Context: an optimization exercise on an open-source flow, tuned for small area and a short achievable clock period. The choices shown serve that exercise and are no tape-out recipe.
At most, simulation tests tie the RTL to the original design; equivalence was not proved.
The RTL of runs 2 to 4 was laid out without a check of its function.
No activity file was given, so power comes from the tool's default toggle rates.

===== design.v =====
`default_nettype none
`timescale 1ps/1ps
module wbDualPortBRAM #(  
    parameter ADDR_WIDTH = 7,   
    parameter DATA_WIDTH = 32,   
    localparam MEM_SIZE   = (1 << ADDR_WIDTH)  
) (
    input wire                            i_clk,  
    input wire                            i_rst,  
    input wire                            i_wb_cyc,    
    input wire                            i_wb_stb,    
    input wire                            i_wb_we,     
    input wire [ADDR_WIDTH-1:0]           i_wb_adr,    
    input wire [DATA_WIDTH-1:0]           i_wb_dat,    
    input wire [DATA_WIDTH/8-1:0]         i_wb_sel,    
    output reg                            o_wb_ack,    
    output reg [DATA_WIDTH-1:0]           o_wb_dat,    
    output reg                            o_wb_err     
);
    logic [DATA_WIDTH-1:0] mem [MEM_SIZE-1:0];
    logic        _i_wb_cyc_r;
    logic        _i_wb_stb_r;
    logic        _i_wb_we_r;
    logic [ADDR_WIDTH-1:0] _i_wb_adr_r;
    logic [DATA_WIDTH-1:0] _i_wb_dat_r;
    logic [DATA_WIDTH/8-1:0] _i_wb_sel_r;
    logic        _o_wb_ack_next;
    assign o_wb_err = 1'b0;
    always_ff @(posedge i_clk or posedge i_rst) begin
        if (i_rst) begin
            _i_wb_cyc_r <= 1'b0;
            _i_wb_stb_r <= 1'b0;
            _i_wb_we_r  <= 1'b0;
            _i_wb_adr_r <= '0;
            _i_wb_dat_r <= '0;
            _i_wb_sel_r <= '0;
            o_wb_ack    <= 1'b0;
            o_wb_dat    <= '0;
            _o_wb_ack_next <= 1'b0;
        end else begin
            _i_wb_cyc_r <= i_wb_cyc;
            _i_wb_stb_r <= i_wb_stb;
            _i_wb_we_r  <= i_wb_we;
            _i_wb_adr_r <= i_wb_adr;
            _i_wb_dat_r <= i_wb_dat;
            _i_wb_sel_r <= i_wb_sel;
            _o_wb_ack_next <= i_wb_stb && i_wb_cyc;
            if (_i_wb_stb_r && _i_wb_cyc_r && _i_wb_we_r) begin
                for (int i = 0; i < DATA_WIDTH/8; i++) begin
                    if (_i_wb_sel_r[i]) begin
                        mem[_i_wb_adr_r][(i*8) +: 8] <= _i_wb_dat_r[(i*8) +: 8];
                    end
                end
            end
            if (_i_wb_stb_r && _i_wb_cyc_r && !_i_wb_we_r) begin
                o_wb_dat <= mem[_i_wb_adr_r];
            end else if (!(_i_wb_stb_r && _i_wb_cyc_r)) begin
                o_wb_dat <= '0;
            end
            o_wb_ack <= _o_wb_ack_next;
        end
    end
endmodule

===== run.sh =====
#!/bin/bash
# synth_recipe.tcl (not shown) runs the flow's synth.tcl, then flattens the netlist and writes it again
# the make line also repeats each setting of config.mk as NAME=value (left out here)
make -C /OpenROAD-flow-scripts/flow DESIGN_CONFIG=/design/flow/config.mk WORK_HOME=/design/flow/orfs CLKGATE_MAP_FILE= SYNTH_SCRIPT=/design/flow/synth_recipe.tcl finish

===== config.mk =====
export PLATFORM = sky130hd
export DESIGN_NAME = wbDualPortBRAM
export DESIGN_NICKNAME = wbDualPortBRAM
export VERILOG_FILES = /design/flow/design.v
export SDC_FILE = /design/flow/constraint.sdc
export NUM_CORES = 4
export LEC_CHECK = 0
export CAP_MARGIN = 20
export CELL_PAD_IN_SITES_DETAIL_PLACEMENT = 1
export CELL_PAD_IN_SITES_GLOBAL_PLACEMENT = 2
export CORE_MARGIN = 2
export CORE_UTILIZATION = 30
export PLACE_DENSITY = 0.5
export SLEW_MARGIN = 20

===== constraint.sdc =====
create_clock -name core_clock -period 6.5 [get_ports {i_clk}]
set_input_delay 1.3000 -clock core_clock [delete_from_list [all_inputs] [get_ports {i_clk}]]
set_output_delay 1.3000 -clock core_clock [all_outputs]
set_load 0.01 [all_outputs]

==> summary.txt, run 1 <==
Status
  • Run status: complete, no violations

Layout
  • Area occupied by multi-input gates: 28160 µm²
  • Most common cell after layout, fill and taps aside: edfxtp_1
  • Nets: 9938
  • Most frequent cells in the layout: edfxtp_1, a22oi_1, buf_4, nor2_1, clkbuf_16
  • Area growth from synthesis to layout: 21.03%
  • Register area: ~130000 µm²
  • Fill count: 50860
  • Layout cells sized above 1: 19.17%

Critical path
  • CP Cell Sequence: buf_4 -> nand4b_1 -> buf_4 -> nor2_4 -> buf_12 -> a22oi_1 -> nand2_1 -> nor3_1 -> nand3_1 -> nor4_1 -> a31oi_1
  • Required time of the critical path: 7.45 ns
  • CP peak stage delay: 1.01 ns
  • Critical path buffer and inverter count: 3
  • Crit end category: flip-flop
  • Critical Path AT: 6.82 ns
  • Startpoint Class: flip-flop
  • Kind of critical path: reg -> reg
  • Delay-heaviest family, CP: simple AND/OR/NAND/NOR gates
  • Worst Path Max Fanout: 36
  • Worst path slowest cell: nor4_1
  • Worst path most repeated cell: buf_4

Die
  • Die H: 721.1 µm
  • Core Area: 512700 µm²
  • Site Rows: roughly 260
  • Die X: 721.1 µm
  • Starting density of the core: 30.09%
  • Full die area: 520000 µm²
  • # IOs: 82

Clock network
  • Clock buffer count from CTS: 465
  • CTS Hold Bufs: 0
  • Clock sink count: between 4000 and 5000
  • Post-CTS Setup Bufs: 0
  • Root buffer cell: clkbuf_16
  • Clock Path Buffers: 4
  • Worst-path clk slew: 0.06 ns
  • CTS tree: done
  • Cts repair resizes: 0
  • CTS H-tree lvls: 5
  • Worst-Skew Late Latency: between 1 and 1.5 ns

Yosys
  • Main synth FF type: edfxtp_1
  • EDFF count, synth: 4096
  • Synth cell types: 85
  • Area leader, netlist: edfxtp_1
  • Syn Area/Cell: 17.25 µm²
  • Seq/Total Area, Yosys: 81.02%
  • Mapped Area: about 150000 µm²
  • Syn. warnings: 3
  • Syn Inst Count: 8942
  • Flops & latches, synth: around 4200
  • Top cells by area, synth: edfxtp_1, a22oi_1, nor2_1, dfrtp_1, nand2_1
  • Syn Nets: 8990
  • Post-synth top area share: 79.72%
  • Post-synth ARST share: 1.916%

Placement
  • Post-DP HPWL: 752.5 mm
  • Routability cong.: 1.016
  • Buffers added on ports: 80
  • Dpl ws: 1.032 ns

GRT
  • Initial antenna violation count: 233
  • Vias in the first global route: around 100k
  • First-pass GRT wire length: about 1300 mm
  • GRT Total Usage: 41.20%
  • GRT overflow: 0
  • Largest net degree at the start of global routing: 93

Power and ir drop
  • P_leak: between 50 and 60 nW
  • Pint: approximately 45 mW
  • Worst IR Drop VDD: around 0.27 mV
  • Power Dens Cells: 317.5 nW/µm²
  • Comb pwr share: 3.8%
  • Sw Ratio: between 20% and 30%
  • Psw: 14.23 mW
  • Clk pwr share: 45.8%
  • Flop pwr share: 50.4%

Drt
  • Post-route DRC: 0
  • DRT Wirelength: 1102 mm
  • Via density: 6.889
  • Number of antenna-violating nets in the routed design: 0
  • Vias: between 100k and 150k
  • First drt pass iteration count: 10
  • Routed wl met3: approximately 150 mm
  • WL met1: 405.4 mm
  • WL/cell: between 60 and 70 µm
  • Drt initial violations: 29210
  • Met2 wire length: 451.7 mm
  • DR top layer: met5

Timing
  • Final min period: 5.868 ns
  • Worst Skew: 0.07850 ns
  • Worst Tran Pin Value: approximately 1.4 ns
  • TNS Setup: 0 ns
  • Highest Clock Rate: 170.4 MHz
  • Final WS setup: approximately 0.63 ns
  • Unrepaired setup endpoints after global routing: false
  • Ratio of final minimum period to clock period: about nine tenths
  • Final Slew Violations: 0
  • Final Hold Viols: 0
  • Slew headroom: 8.471%
  • Final setup fails: 0

Hold path
  • HP Class: reg -> reg

Job
  • Max Cap Violations: 0
cells in the mapped netlist (11+ instances only):
library cell / instances
nor2_1: 705
nor3_1: 81
a221o_1: 14
mux2i_1: 54
buf_6: 17
nand2_1: 428
a2111oi_0: 14
nor4_1: 99
buf_4: 14
a21oi_1: 114
a32oi_1: 32
dfrtp_1: 80
a222oi_1: 65
o21ai_0: 61
and4_1: 11
a221oi_1: 92
mux2_2: 27
or4_1: 41
a31oi_1: 13
clkbuf_1: 318
buf_2: 148
nand4_1: 173
buf_1: 82
a22o_1: 149
o211ai_1: 21
edfxtp_1: 4096
o22ai_1: 154
a22oi_1: 1526
o2111ai_1: 11
and3_1: 37
nand3_1: 90
layer usage:
metal / GRT usage [%] / up-vias
li1: - / 39020
met1: 53.01 / 63990
met2: 57.32 / 12670
met3: 14.81 / 2880
met4: 29.18 / 62
met5: 0 / -
area by class of cell:
type / instances / share of cell area [%]
repair buffers: 1064 / 5.002
clock inverters: 295 / 1.612
well taps: 6757 / 4.527
multi-input cells: 4177 / 15.08
flip-flops and latches: 4176 / 67.02
diodes: 172 / 0.2305
clock buffers: 574 / 6.515
inverters: 6 / 0.01608
metrics by stage:
stage / total power [mW] / instance area [µm²] / instances / utilization [%] / hold slack, ns
6_report: 59.29 / 186700 / 17220 / 36.42 / 0.3558
5_1_grt: 59.98 / 186400 / 17080 / 36.35 / 0.3685
4_1_cts: 59.06 / 186100 / 17040 / 36.30 / 0.3559
3_5_place_dp: 32.57 / 170900 / 16170 / 33.34 / 0.3427
3_3_place_gp: 32.54 / 170300 / 16140 / 33.21 / 0.3328
2_1_floorplan: 30.94 / 154300 / 8942 / - / 0.3312
power groups by stage:
| stage | clock (mW) | sequential [mW] | combinational (mW) |
|---|---|---|---|
| after floorplan | 0 | 30.4 | 0.546 |
| after global placement | 0 | 30.5 | 2.06 |
| after detailed placement | 0 | 30.5 | 2.09 |
| after CTS | 27.1 | 29.9 | 2.09 |
| after global routing | 28.0 | 29.9 | 2.13 |
| final | 27.1 | 29.9 | 2.25 |
registers in the layout, summed over array words and instances, names as in the netlist:
| register | cells |
|---|---|
| mem | 4096 |
| _i_wb_dat_r | 32 |
| o_wb_dat | 32 |
| _i_wb_adr_r | 7 |
| _i_wb_sel_r | 4 |
| _i_wb_cyc_r | 1 |
| _i_wb_stb_r | 1 |
| _i_wb_we_r | 1 |
| _o_wb_ack_next | 1 |
| o_wb_ack | 1 |
cell families after synthesis:
group	after synthesis	synth area share (%)
flip-flops	4176	81.02
AO/OA/AOI/OAI	2332	11.36
AND/OR/NAND/NOR	1761	5.359
buffers and inverters	589	1.702
multiplexers	81	0.5474
XOR/XNOR	2	0.01136
other	1	0.002431
final timing paths:
kind,start,cells past startpoint,slack [ns],to
min in group asynchronous,i_rst,2,0.52,_i_wb_dat_r[13]$_DFF_PP0_
worst min register to register,_o_wb_ack_next$_DFF_PP0_,0,0.36,o_wb_ack$_DFF_PP0_
worst min-delay path,_o_wb_ack_next$_DFF_PP0_,0,0.36,o_wb_ack$_DFF_PP0_
worst max-delay path,_i_wb_adr_r[0]$_DFF_PP0_,11,0.63,o_wb_dat[19]$_DFFE_PP0P_
max in group asynchronous,i_rst,5,3.26,_i_wb_dat_r[0]$_DFF_PP0_
worst max register to register,_i_wb_adr_r[0]$_DFF_PP0_,11,0.63,o_wb_dat[19]$_DFFE_PP0P_
==> run 2: changes to the inputs <==
==> design.v (replaced) <==
`default_nettype none
`timescale 1ps/1ps
module wbDualPortBRAM #(
    parameter ADDR_WIDTH = 7,
    parameter DATA_WIDTH = 32,
    localparam MEM_SIZE   = (1 << ADDR_WIDTH)
) (
    input wire                            i_clk,
    input wire                            i_rst,
    input wire                            i_wb_cyc,
    input wire                            i_wb_stb,
    input wire                            i_wb_we,
    input wire [ADDR_WIDTH-1:0]           i_wb_adr,
    input wire [DATA_WIDTH-1:0]           i_wb_dat,
    input wire [DATA_WIDTH/8-1:0]         i_wb_sel,
    output reg                            o_wb_ack,
    output reg [DATA_WIDTH-1:0]           o_wb_dat,
    output reg                            o_wb_err
);
    localparam NB = DATA_WIDTH/8;
    logic [DATA_WIDTH-1:0] mem [MEM_SIZE-1:0];
    logic                  ack_q;
    logic [NB-1:0]         wbe_q;       
    logic [ADDR_WIDTH-1:0] wadr_q;
    logic [DATA_WIDTH-1:0] wdat_q;
    logic [MEM_SIZE-1:0]   rsel_q;      
    assign o_wb_err = 1'b0;
    wire req = i_wb_stb && i_wb_cyc;
    always_ff @(posedge i_clk or posedge i_rst) begin
        if (i_rst) begin
            ack_q    <= 1'b0;
            o_wb_ack <= 1'b0;
            wbe_q    <= '0;
        end else begin
            ack_q    <= req;
            o_wb_ack <= ack_q;
            wbe_q    <= (req && i_wb_we) ? i_wb_sel : '0;
        end
    end
    always_ff @(posedge i_clk) begin
        wadr_q <= i_wb_adr;
        wdat_q <= i_wb_dat;
        for (int w = 0; w < MEM_SIZE; w++)
            rsel_q[w] <= (i_wb_adr == w);
    end
    always_ff @(posedge i_clk) begin
        for (int w = 0; w < MEM_SIZE; w++)
            for (int b = 0; b < NB; b++)
                if (wbe_q[b] && wadr_q == w)
                    mem[w][b*8 +: 8] <= wdat_q[b*8 +: 8];
    end
    logic [DATA_WIDTH-1:0] rd;
    always_comb begin
        rd = '0;
        for (int w = 0; w < MEM_SIZE; w++)
            rd = rd | (mem[w] & {DATA_WIDTH{rsel_q[w]}});
    end
    always_ff @(posedge i_clk)
        o_wb_dat <= rd;
endmodule
--- a/config.mk
+++ b/config.mk
@@ -11,4 +11,5 @@
 export CORE_MARGIN = 2
-export CORE_UTILIZATION = 30
-export PLACE_DENSITY = 0.5
+export CORE_UTILIZATION = 60
+export PLACE_DENSITY = 0.7
+export SETUP_SLACK_MARGIN = 3.5
 export SLEW_MARGIN = 20
==> run 2 against run 1 <==
Total power decreased by 4.3%; highest routed layer unchanged; non-clock buffer count decreased by 721; still clean; sequential cell count increased by 125; count of clock-buffer cells in the layout decreased by 28; core utilization increased by 32 points; final cell count decreased by 29%; die area decreased by 50%; combinational power decreased by 44%; register-to-register slack improved by 2.6 ns; largest power group unchanged; sequential share of layout area increased by 5.8 points; maximum frequency increased by 77%.
==> summary.txt, run 2 <==
Power and ir drop
  • Pint: 44.91 mW
  • Power Dens Cells: 323.9 nW/µm²
  • P_leak: 55.12 nW
  • Clk pwr share: 43.5%
  • Psw: 11.81 mW
  • Sw Ratio: 20.82%
  • Comb pwr share: roughly 2.2%
  • Flop pwr share: a little over half
  • Worst IR Drop VDD: 0.2843 mV

Clock network
  • Clock buffer count from CTS: 429
  • Clock sink count: 4301
  • Clock Path Buffers: 4
  • CTS tree: done
  • Worst-Skew Late Latency: 1.02 ns
  • Worst-path clk slew: 0.06 ns
  • CTS H-tree lvls: 5
  • Root buffer cell: clkbuf_16

Yosys
  • Syn Nets: 8189
  • Area leader, netlist: edfxtp_1
  • Top cells by area, synth: edfxtp_1, a221oi_1, a22o_1, a22oi_1, dfxtp_1
  • Mapped Area: about 150000 µm²
  • Post-synth top area share: approximately four fifths
  • Post-synth ARST share: 0.1395%
  • Most frequent cell after synthesis: edfxtp_1
  • Flops & latches, synth: around 4300
  • Syn Inst Count: 8141
  • Synth cell types: 29
  • Main synth FF type: edfxtp_1
  • EDFF count, synth: around 4100
  • Post-synth top cells: edfxtp_1, a221oi_1, a22o_1
  • Syn. warnings: 3
  • Seq/Total Area, Yosys: 82.74%
  • Syn Area/Cell: between 15 and 20 µm²

Placement
  • Post-DP HPWL: between 300 and 400 mm
  • Buffers added on ports: 80
  • Routability cong.: 0.9152

Timing
  • Final Hold Viols: 0
  • Highest Clock Rate: 302.2 MHz
  • Worst Tran Pin Value: ~1.3 ns
  • Slew headroom: ~16%
  • Ratio of final minimum period to clock period: about 50%
  • Final setup fails: 0
  • Final min period: 3.309 ns
  • Final Slew Violations: 0
  • TNS Setup: 0 ns
  • Worst Skew: 0.06513 ns
  • Unrepaired setup endpoints after global routing: true

Drt
  • WL/cell: 41.70 µm
  • DRT Wirelength: 509.1 mm
  • Vias: between 80000 and 90000
  • Via density: between 7 and 8
  • Post-route DRC: 0
  • Number of antenna-violating nets in the routed design: 0
  • First drt pass iteration count: 6
  • Drt initial violations: 13200

Critical path
  • Critical Path AT: 3.95 ns
  • Required time of the critical path: 7.14 ns
  • Crit end category: flip-flop
  • Worst Path Max Fanout: 8
  • Startpoint Class: flip-flop
  • Kind of critical path: reg -> reg

GRT
  • Initial antenna violation count: 60
  • Largest net degree at the start of global routing: 81
  • GRT overflow: 0
  • Vias in the first global route: slightly below 90000
  • First-pass GRT wire length: 694.7 mm
  • GRT Total Usage: 38.76%

Layout
  • Max reg flops: 4096
  • Most frequent cells in the layout: edfxtp_1, a22o_1, a22oi_1, a221oi_1, and2_1
  • Largest Register: mem
  • Fill count: 20080
  • Most common cell after layout, fill and taps aside: edfxtp_1
  • Area growth from synthesis to layout: 13.97%
  • Top flop regs: mem (4096), rsel_q (128)
  • Nets: 8492
  • Final Util: a little under 70%
  • Layout cells sized above 1: 14.63%

Die
  • Site Rows: roughly 190
  • Core Area: around 250000 µm²
  • Starting density of the core: 60.40%
  • Die X: slightly above 500 µm
  • Full die area: 260200 µm²
  • Die H: between 500 and 600 µm
  • # IOs: 82

Status
  • Run status: complete, no violations

Job
  • Max Cap Violations: 0

Hold path
  • HP Class: reg -> reg
==> run 2: through the flow <==
| stage | instances | total power, mW | setup slack, ns | area [µm²] | hold slack (ns) |
|---|---|---|---|---|---|
| after floorplan | 8141 | 31.51 | 4.111 | 153700 | 0.3312 |
| after global placement | 11310 | 32.49 | 1.928 | 158700 | 0.3367 |
| after detailed placement | 11330 | 32.56 | 2.672 | 159000 | 0.3442 |
| after CTS | 12130 | 56.65 | 3.267 | 174000 | 0.3570 |
| after global routing | 12180 | 57.66 | 3.243 | 175000 | 0.3795 |
| final | 12210 | 56.72 | 3.191 | 175100 | 0.3530 |
==> run 2: final timing paths <==
path	from	to	slack, ns	cells after the start
setup reg to reg	wadr_q[3]$_DFF_P_	mem[123][28]$_DFFE_PP_	3.19	4
hold reg to reg	ack_q$_DFF_PP0_	o_wb_ack$_DFF_PP0_	0.35	0
hold / removal	ack_q$_DFF_PP0_	o_wb_ack$_DFF_PP0_	0.35	0
setup / recovery	wadr_q[3]$_DFF_P_	mem[123][28]$_DFFE_PP_	3.19	4
min in group asynchronous	i_rst	wbe_q[1]$_DFF_PP0_	0.55	2
max in group asynchronous	i_rst	wbe_q[2]$_DFF_PP0_	5.74	2
==> run 2: kinds of logic (layout without fill, tap and decap cells) <==
| logic type | Yosys count | in the layout | synth area share, % |
|---|---|---|---|
| flops | 4301 | 4301 | 82.74 |
| compound gates | 2048 | 2048 | 11.16 |
| simple gates | 1319 | 1319 | 4.808 |
| buf+inv | 472 | 1128 | 1.287 |
| other cells | 1 | 47 | 0.002441 |
==> run 2: power groups by stage <==
stage | Sequential, mW | Clock (mW) | Combinational [mW]
global route | 30.8 | 25.6 | 1.27
global placement | 31.3 | 0 | 1.14
detailed placement | 31.4 | 0 | 1.19
floorplan | 31.3 | 0 | 0.254
finish | 30.8 | 24.7 | 1.27
CTS | 30.8 | 24.7 | 1.20
==> run 2: worst max-delay path: stages (launching register included) <==
cell and delay, ns:
dfxtp_1 0.55, nor2b_1 0.45, nand3_2 0.65, nor2_2 0.80
and2_1 0.50
==> run 2: layout make-up <==
type / count / area [µm²] / area share (%)
clock buffers: 546 / 11430 / 6.526
well taps: 3366 / 4212 / 2.405
diodes: 46 / 115.1 / 0.06573
flip-flops and latches: 4301 / 127500 / 72.78
inverters: 1 / 3.754 / 0.002144
repair buffers: 343 / 3309 / 1.890
clock inverters: 238 / 2425 / 1.385
multi-input cells: 3368 / 26170 / 14.94
==> run 2: per-layer routing <==
metal	wire, µm	part of all wire (%)	vias to the layer above	GRT usage (%)
met5	385	0.076	-	0
met4	25010	4.9	12	16.10
met3	60600	12	1042	9.623
met2	234300	46	5897	59.14
met1	188800	37	46570	54.03
li1	-	-	35010	-
==> run 2: what timing repair did <==
action,CTS,global route
buffers inserted,14,21
pin swaps,57,62
resized for setup,266,156
setup endpoints to repair,1876,1622
hold buffers,0,0
gates cloned,5,7
==> run 3: changes to the inputs <==
--- a/design.v
+++ b/design.v
@@ -20,8 +20,5 @@
     localparam NB = DATA_WIDTH/8;
-    logic [DATA_WIDTH-1:0] mem [MEM_SIZE-1:0];
+    logic [MEM_SIZE-1:0][DATA_WIDTH-1:0] mem;
     logic                  ack_q;
-    logic [NB-1:0]         wbe_q;       
-    logic [ADDR_WIDTH-1:0] wadr_q;
-    logic [DATA_WIDTH-1:0] wdat_q;
-    logic [MEM_SIZE-1:0]   rsel_q;      
+    logic [DATA_WIDTH-1:0] rdat_q;
     assign o_wb_err = 1'b0;
@@ -32,3 +29,2 @@
             o_wb_ack <= 1'b0;
-            wbe_q    <= '0;
         end else begin
@@ -36,16 +32,19 @@
             o_wb_ack <= ack_q;
-            wbe_q    <= (req && i_wb_we) ? i_wb_sel : '0;
         end
     end
-    always_ff @(posedge i_clk) begin
-        wadr_q <= i_wb_adr;
-        wdat_q <= i_wb_dat;
-        for (int w = 0; w < MEM_SIZE; w++)
-            rsel_q[w] <= (i_wb_adr == w);
+    logic [MEM_SIZE-1:0] dec;
+    for (genvar w = 0; w < MEM_SIZE; w++) begin : g_dec
+        assign dec[w] = (i_wb_adr == w);
     end
-    always_ff @(posedge i_clk) begin
-        for (int w = 0; w < MEM_SIZE; w++)
-            for (int b = 0; b < NB; b++)
-                if (wbe_q[b] && wadr_q == w)
-                    mem[w][b*8 +: 8] <= wdat_q[b*8 +: 8];
+    wire [NB-1:0] wbe = i_wb_sel & {NB{req && i_wb_we && !i_rst}};
+    for (genvar w = 0; w < MEM_SIZE; w++) begin : g_word
+        for (genvar b = 0; b < NB; b++) begin : g_byte
+            always_ff @(posedge i_clk)
+                if (wbe[b] && dec[w])
+                    mem[w][b*8 +: 8] <= i_wb_dat[b*8 +: 8];
+        end
+    end
+    logic [MEM_SIZE-1:0][DATA_WIDTH-1:0] sel_w;
+    for (genvar w = 0; w < MEM_SIZE; w++) begin : g_rd
+        assign sel_w[w] = mem[w] & {DATA_WIDTH{dec[w]}};
     end
@@ -55,6 +54,8 @@
         for (int w = 0; w < MEM_SIZE; w++)
-            rd = rd | (mem[w] & {DATA_WIDTH{rsel_q[w]}});
+            rd = rd | sel_w[w];
     end
-    always_ff @(posedge i_clk)
-        o_wb_dat <= rd;
+    always_ff @(posedge i_clk) begin
+        rdat_q   <= rd;
+        o_wb_dat <= rdat_q;
+    end
 endmodule
--- a/config.mk
+++ b/config.mk
@@ -12,4 +12,7 @@
 export CORE_UTILIZATION = 60
+export CTS_BUF_LIST = sky130_fd_sc_hd__clkbuf_8
+export CTS_CLUSTER_DIAMETER = 60
+export CTS_CLUSTER_SIZE = 40
 export PLACE_DENSITY = 0.7
-export SETUP_SLACK_MARGIN = 3.5
+export SETUP_SLACK_MARGIN = 4.0
 export SLEW_MARGIN = 20
==> run 3 against run 2 <==
The flow now stops in global routing (5_1_grt); synthesized area is 1.1% higher; synthesized cell count is 11% higher.
==> summary.txt, run 3 <==
GRT
  • First-pass GRT wire length: 1548 mm
  • Vias in the first global route: 145300
  • GRT Total Usage: roughly nine tenths
  • GRT overflow: 1557
  • Largest net degree at the start of global routing: 90

Die
  • Starting density of the core: 60.39%
  • Die X: 512.8 µm
  • Die H: 512.8 µm
  • # IOs: 82
  • Site Rows: 186

Status
  • Stop err: [ERROR GRT-0116] Global routing finished with congestion. Check the congestion regions in the DRC Viewer.
  • Run status: stopped before the end
  • Halt Stage: global routing (5_1_grt)

Yosys
  • Most frequent cell after synthesis: edfxtp_1
  • Syn Inst Count: 9040
  • Syn Area/Cell: 17.18 µm²
  • Main synth FF type: edfxtp_1
  • Post-synth ARST share: 0.04805%
  • Post-synth top area share: between 70% and 80%
  • Syn. warnings: 2
  • EDFF count, synth: 4096
  • Synth cell types: 78
  • Flops & latches, synth: 4162
  • Top cells by area, synth: edfxtp_1, a22oi_1, nor2_1, mux2i_1, nand4_1
  • Area leader, netlist: edfxtp_1
  • Syn Nets: 9088
  • Mapped Area: 155300 µm²
  • Post-synth top cells: edfxtp_1, a22oi_1, nor2_1
  • Seq/Total Area, Yosys: 80.05%

Clock network
  • Clock buffer count from CTS: approximately 210
  • Clock sink count: 4162
  • CTS H-tree lvls: 4
  • Clock Path Buffers: 3
  • Root buffer cell: clkbuf_8
  • CTS Hold Bufs: 0

Placement
  • Post-DP HPWL: 577.4 mm
  • Buffers added on ports: 80
  • Placed Cells incl. Taps: 12360
  • Routability cong.: ~1.2
-- run 3: changes by cell type after synthesis, sizes merged, moves of 112 or more --
| cell | change |
|---|---|
| a221oi | -640 |
| a22o | -546 |
| and2 | -488 |
| a22oi | +449 |
| nor2 | +405 |
| nand2 | +205 |
| mux2i | +190 |
| buf | +188 |
| nand3 | +188 |
| and3 | +146 |
| dfxtp | -135 |
| o22ai | +121 |
| a21oi | +112 |
-- run 3: logic make-up after synthesis --
logic type      after synthesis  share of synthesized area [%]
mux                         294                          1.979
simple gates               1923                          6.207
compound gates             2029                          10.05
flops                      4162                          80.05
other cells                   1                       0.002415
buf+inv                     631                          1.708
-- run 3: power groups by stage --
stage               registers [mW]  clock network, mW  logic, mW
floorplan                     30.2                  0      0.852
global placement              30.2                  0       2.24
detailed placement            30.2                  0       2.31
CTS                           29.7               13.7       2.94
-- run 3: how the worst max path moves through the flow --
| stage | to | depth (start not counted) | slack (ns) | from |
|---|---|---|---|---|
| floorplan | rdat_q[9]$_DFF_P_ | 9 | 3.06 | i_wb_adr[3] |
| global placement | rdat_q[8]$_DFF_P_ | 9 | 0.54 | i_wb_adr[3] |
| detailed placement | rdat_q[29]$_DFF_P_ | 8 | 0.71 | i_wb_adr[5] |
| CTS | o_wb_ack | 1 | 3.46 | o_wb_ack$_DFF_PP0_ |
-- run 3: metrics by stage --
| stage | setup WS (ns) | hold slack (ns) | area, µm² |
|---|---|---|---|
| 2_1_floorplan | 3.063 | 0.3096 | 163700 |
| 3_3_place_gp | 0.5356 | 0.3382 | 168800 |
| 3_5_place_dp | 0.7130 | 0.3555 | 169000 |
| 4_1_cts | 3.460 | 0.1745 | 195200 |
-- run 3: what timing repair did --
item                                    4_1_cts
endpoints found under the setup margin     4161
setup buffers                              1004
gates resized for setup                    1271
pin swaps                                   585
gates cloned                                 83
-- run 3: per-layer routing --
metal  overflow  GRT usage (%)
met5         29          68.47
met4        450          83.60
met3        218          82.15
met2        685          95.71
met1        175          89.80
==> run 4: changes to the inputs <==
--- a/design.v
+++ b/design.v
@@ -22,3 +22,3 @@
     logic                  ack_q;
-    logic [DATA_WIDTH-1:0] rdat_q;
+    logic [ADDR_WIDTH-1:0] radr_q;
     assign o_wb_err = 1'b0;
@@ -34,11 +34,8 @@
     end
-    logic [MEM_SIZE-1:0] dec;
-    for (genvar w = 0; w < MEM_SIZE; w++) begin : g_dec
-        assign dec[w] = (i_wb_adr == w);
-    end
     wire [NB-1:0] wbe = i_wb_sel & {NB{req && i_wb_we && !i_rst}};
     for (genvar w = 0; w < MEM_SIZE; w++) begin : g_word
+        wire hit = (i_wb_adr == w);
         for (genvar b = 0; b < NB; b++) begin : g_byte
             always_ff @(posedge i_clk)
-                if (wbe[b] && dec[w])
+                if (wbe[b] && hit)
                     mem[w][b*8 +: 8] <= i_wb_dat[b*8 +: 8];
@@ -46,5 +43,7 @@
     end
+    always_ff @(posedge i_clk)
+        radr_q <= i_wb_adr;
     logic [MEM_SIZE-1:0][DATA_WIDTH-1:0] sel_w;
     for (genvar w = 0; w < MEM_SIZE; w++) begin : g_rd
-        assign sel_w[w] = mem[w] & {DATA_WIDTH{dec[w]}};
+        assign sel_w[w] = mem[w] & {DATA_WIDTH{radr_q == w}};
     end
@@ -56,6 +55,4 @@
     end
-    always_ff @(posedge i_clk) begin
-        rdat_q   <= rd;
-        o_wb_dat <= rdat_q;
-    end
+    always_ff @(posedge i_clk)
+        o_wb_dat <= rd;
 endmodule
--- a/config.mk
+++ b/config.mk
@@ -16,3 +16,3 @@
 export PLACE_DENSITY = 0.7
-export SETUP_SLACK_MARGIN = 4.0
+export SETUP_SLACK_MARGIN = 4.1
 export SLEW_MARGIN = 20
==> run 4 against run 3 <==
The flow again stops in global routing (5_1_grt); synthesized cell count is 1.4% higher; synthesized area about the same.
==> summary.txt, run 4 <==
Yosys
  • Synth cell types: 85
  • Post-synth ARST share: 0.04834%
  • Mapped Area: 155400 µm²
  • Synth Area in Compound Gates: 9.427%
  • Mux cell area share after synthesis: 1.669%
  • Post-synth top area share: 79.17%
  • Post-Synth Simple-Gate Area: 7.403%
  • Syn Inst Count: ~9000
  • Flops & latches, synth: slightly above 4000
  • Main combinational cell family by area after synthesis: compound AO/OA/AOI/OAI gates
  • Syn Area/Cell: 16.94 µm²
  • Most frequent cell after synthesis: edfxtp_1
  • Area leader, netlist: edfxtp_1
  • Post-synth top cells: edfxtp_1, a22oi_1, nor2_1
  • EDFF count, synth: 4096
  • Syn Nets: 9217
  • Seq/Total Area, Yosys: 79.70%
  • Syn. warnings: 2
  • Main synth FF type: edfxtp_1
  • Adder-cell area share of the yosys netlist: 0%
  • Xor and xnor fraction of the mapped netlist area: 0%
  • Top cells by area, synth: edfxtp_1, a22oi_1, nand3_1, nor2_1, nand4_1

Die
  • # IOs: a little over 80
  • Site Rows: 186
  • Die H: a little over 500 µm
  • Die X: 512.9 µm
  • Starting density of the core: between 60% and 70%

Status
  • Run status: stopped before the end
  • Halt Stage: global routing (5_1_grt)
  • Stop err: [ERROR GRT-0116] Global routing finished with congestion. Check the congestion regions in the DRC Viewer.

Placement
  • Placed Cells incl. Taps: 12460
  • Post-DP HPWL: 600.8 mm
  • Routability cong.: 1.174
  • Buffers added on ports: 80

Clock network
  • Root buffer cell: clkbuf_8
  • Clock sink count: 4137
  • Clock Path Buffers: 3
  • CTS Hold Bufs: 0
  • Clock buffer count from CTS: 226
  • CTS H-tree lvls: 4

GRT
  • Largest net degree at the start of global routing: 87
  • GRT Total Usage: between 80% and 90%
  • GRT overflow: approximately 670
  • First-pass GRT wire length: 1495 mm
  • Vias in the first global route: between 100k and 150k
## run 4: changes by cell type after synthesis, moves of 17 or more
cell	previous run	this run
a222oi_1	78	108
dfxtp_1	64	39
clkbuf_1	376	324
or4_1	31	51
mux2i_1	190	132
nand3_1	297	575
nand4_1	246	263
a32oi_1	65	44
a221oi_1	64	46
and4_1	12	30
nor2_1	663	684
a22oi_1	1088	1013
a2bb2oi_1	73	51
## run 4: how the worst max path moves through the flow
stage | startpoint | end | slack (ns) | cells after the start
3_3_place_gp | i_wb_adr[2] | mem[19]$_DFFE_PP_ | 1.18 | 6
4_1_cts | radr_q[3]$_DFF_P_ | o_wb_dat[12]$_DFF_P_ | 3.11 | 11
3_5_place_dp | i_wb_adr[0] | mem[3284]$_DFFE_PP_ | 1.20 | 5
2_1_floorplan | i_wb_adr[3] | mem[1536]$_DFFE_PP_ | 3.65 | 3
## run 4: stage by stage
step	power [mW]	setup slack, ns	util, %	instance area [µm²]
CTS	46.39	3.110	73.87	190000
detailed placement	32.40	1.196	64.80	166600
global placement	32.34	1.177	64.73	166500
floorplan	30.70	3.648	-	160700
## run 4: power groups by stage
stage                     clock, mW  sequential (mW)  combinational [mW]
after global placement            0             30.1                2.28
after floorplan                   0             30.0               0.736
after detailed placement          0             30.1                2.33
after CTS                      13.9             29.5                2.98
## run 4: kinds of logic after synthesis
group	count (synthesis)
AOI/OAI and AO/OA	1894
buffers and inverters	627
DFF	4137
muxes	245
other	1
and+or+nand+nor	2265
## run 4: timing repair
item                        CTS
pin swaps                   539
setup endpoints to repair  4161
gates resized for setup    1389
gates cloned                 62
buffers inserted            838
## run 4: per-layer routing
metal  GRT overflow  track usage, %
met5             15           59.69
met4            223           80.31
met3             78           79.90
met2            282           93.93
met1             74           88.16

[static timing again, ports no longer ideal]
No port has a modelled driver above. Below, the same layouts with a new extraction and two added sets of constraints.
Step 1 sets driving cells, clkbuf_16 on the clock port and buf_2 on the other inputs (assumed; they add their load-dependent delay and slew).
Step 2, shift: input delay + t, output delay - t, t = (earliest + latest rising clock arrival at the registers) / 2. This alone moves slack from input paths to output paths.
a / b / c = ideal ports / drivers / drivers and shift; a / b = the first two.
run	t (ns)	setup slack, ns	worst data-port slew with drivers (ns)
run 1	1.244	0.632 / 0.632 / 0.632	0.04
run 2	1.087	3.191 / 3.191 / 2.321	0.45
After both steps setup and hold are still met in every run listed. For run 2, which loses most, drivers alone change the setup slack by 0.000 ns; drivers and shift together by -0.870 ns.
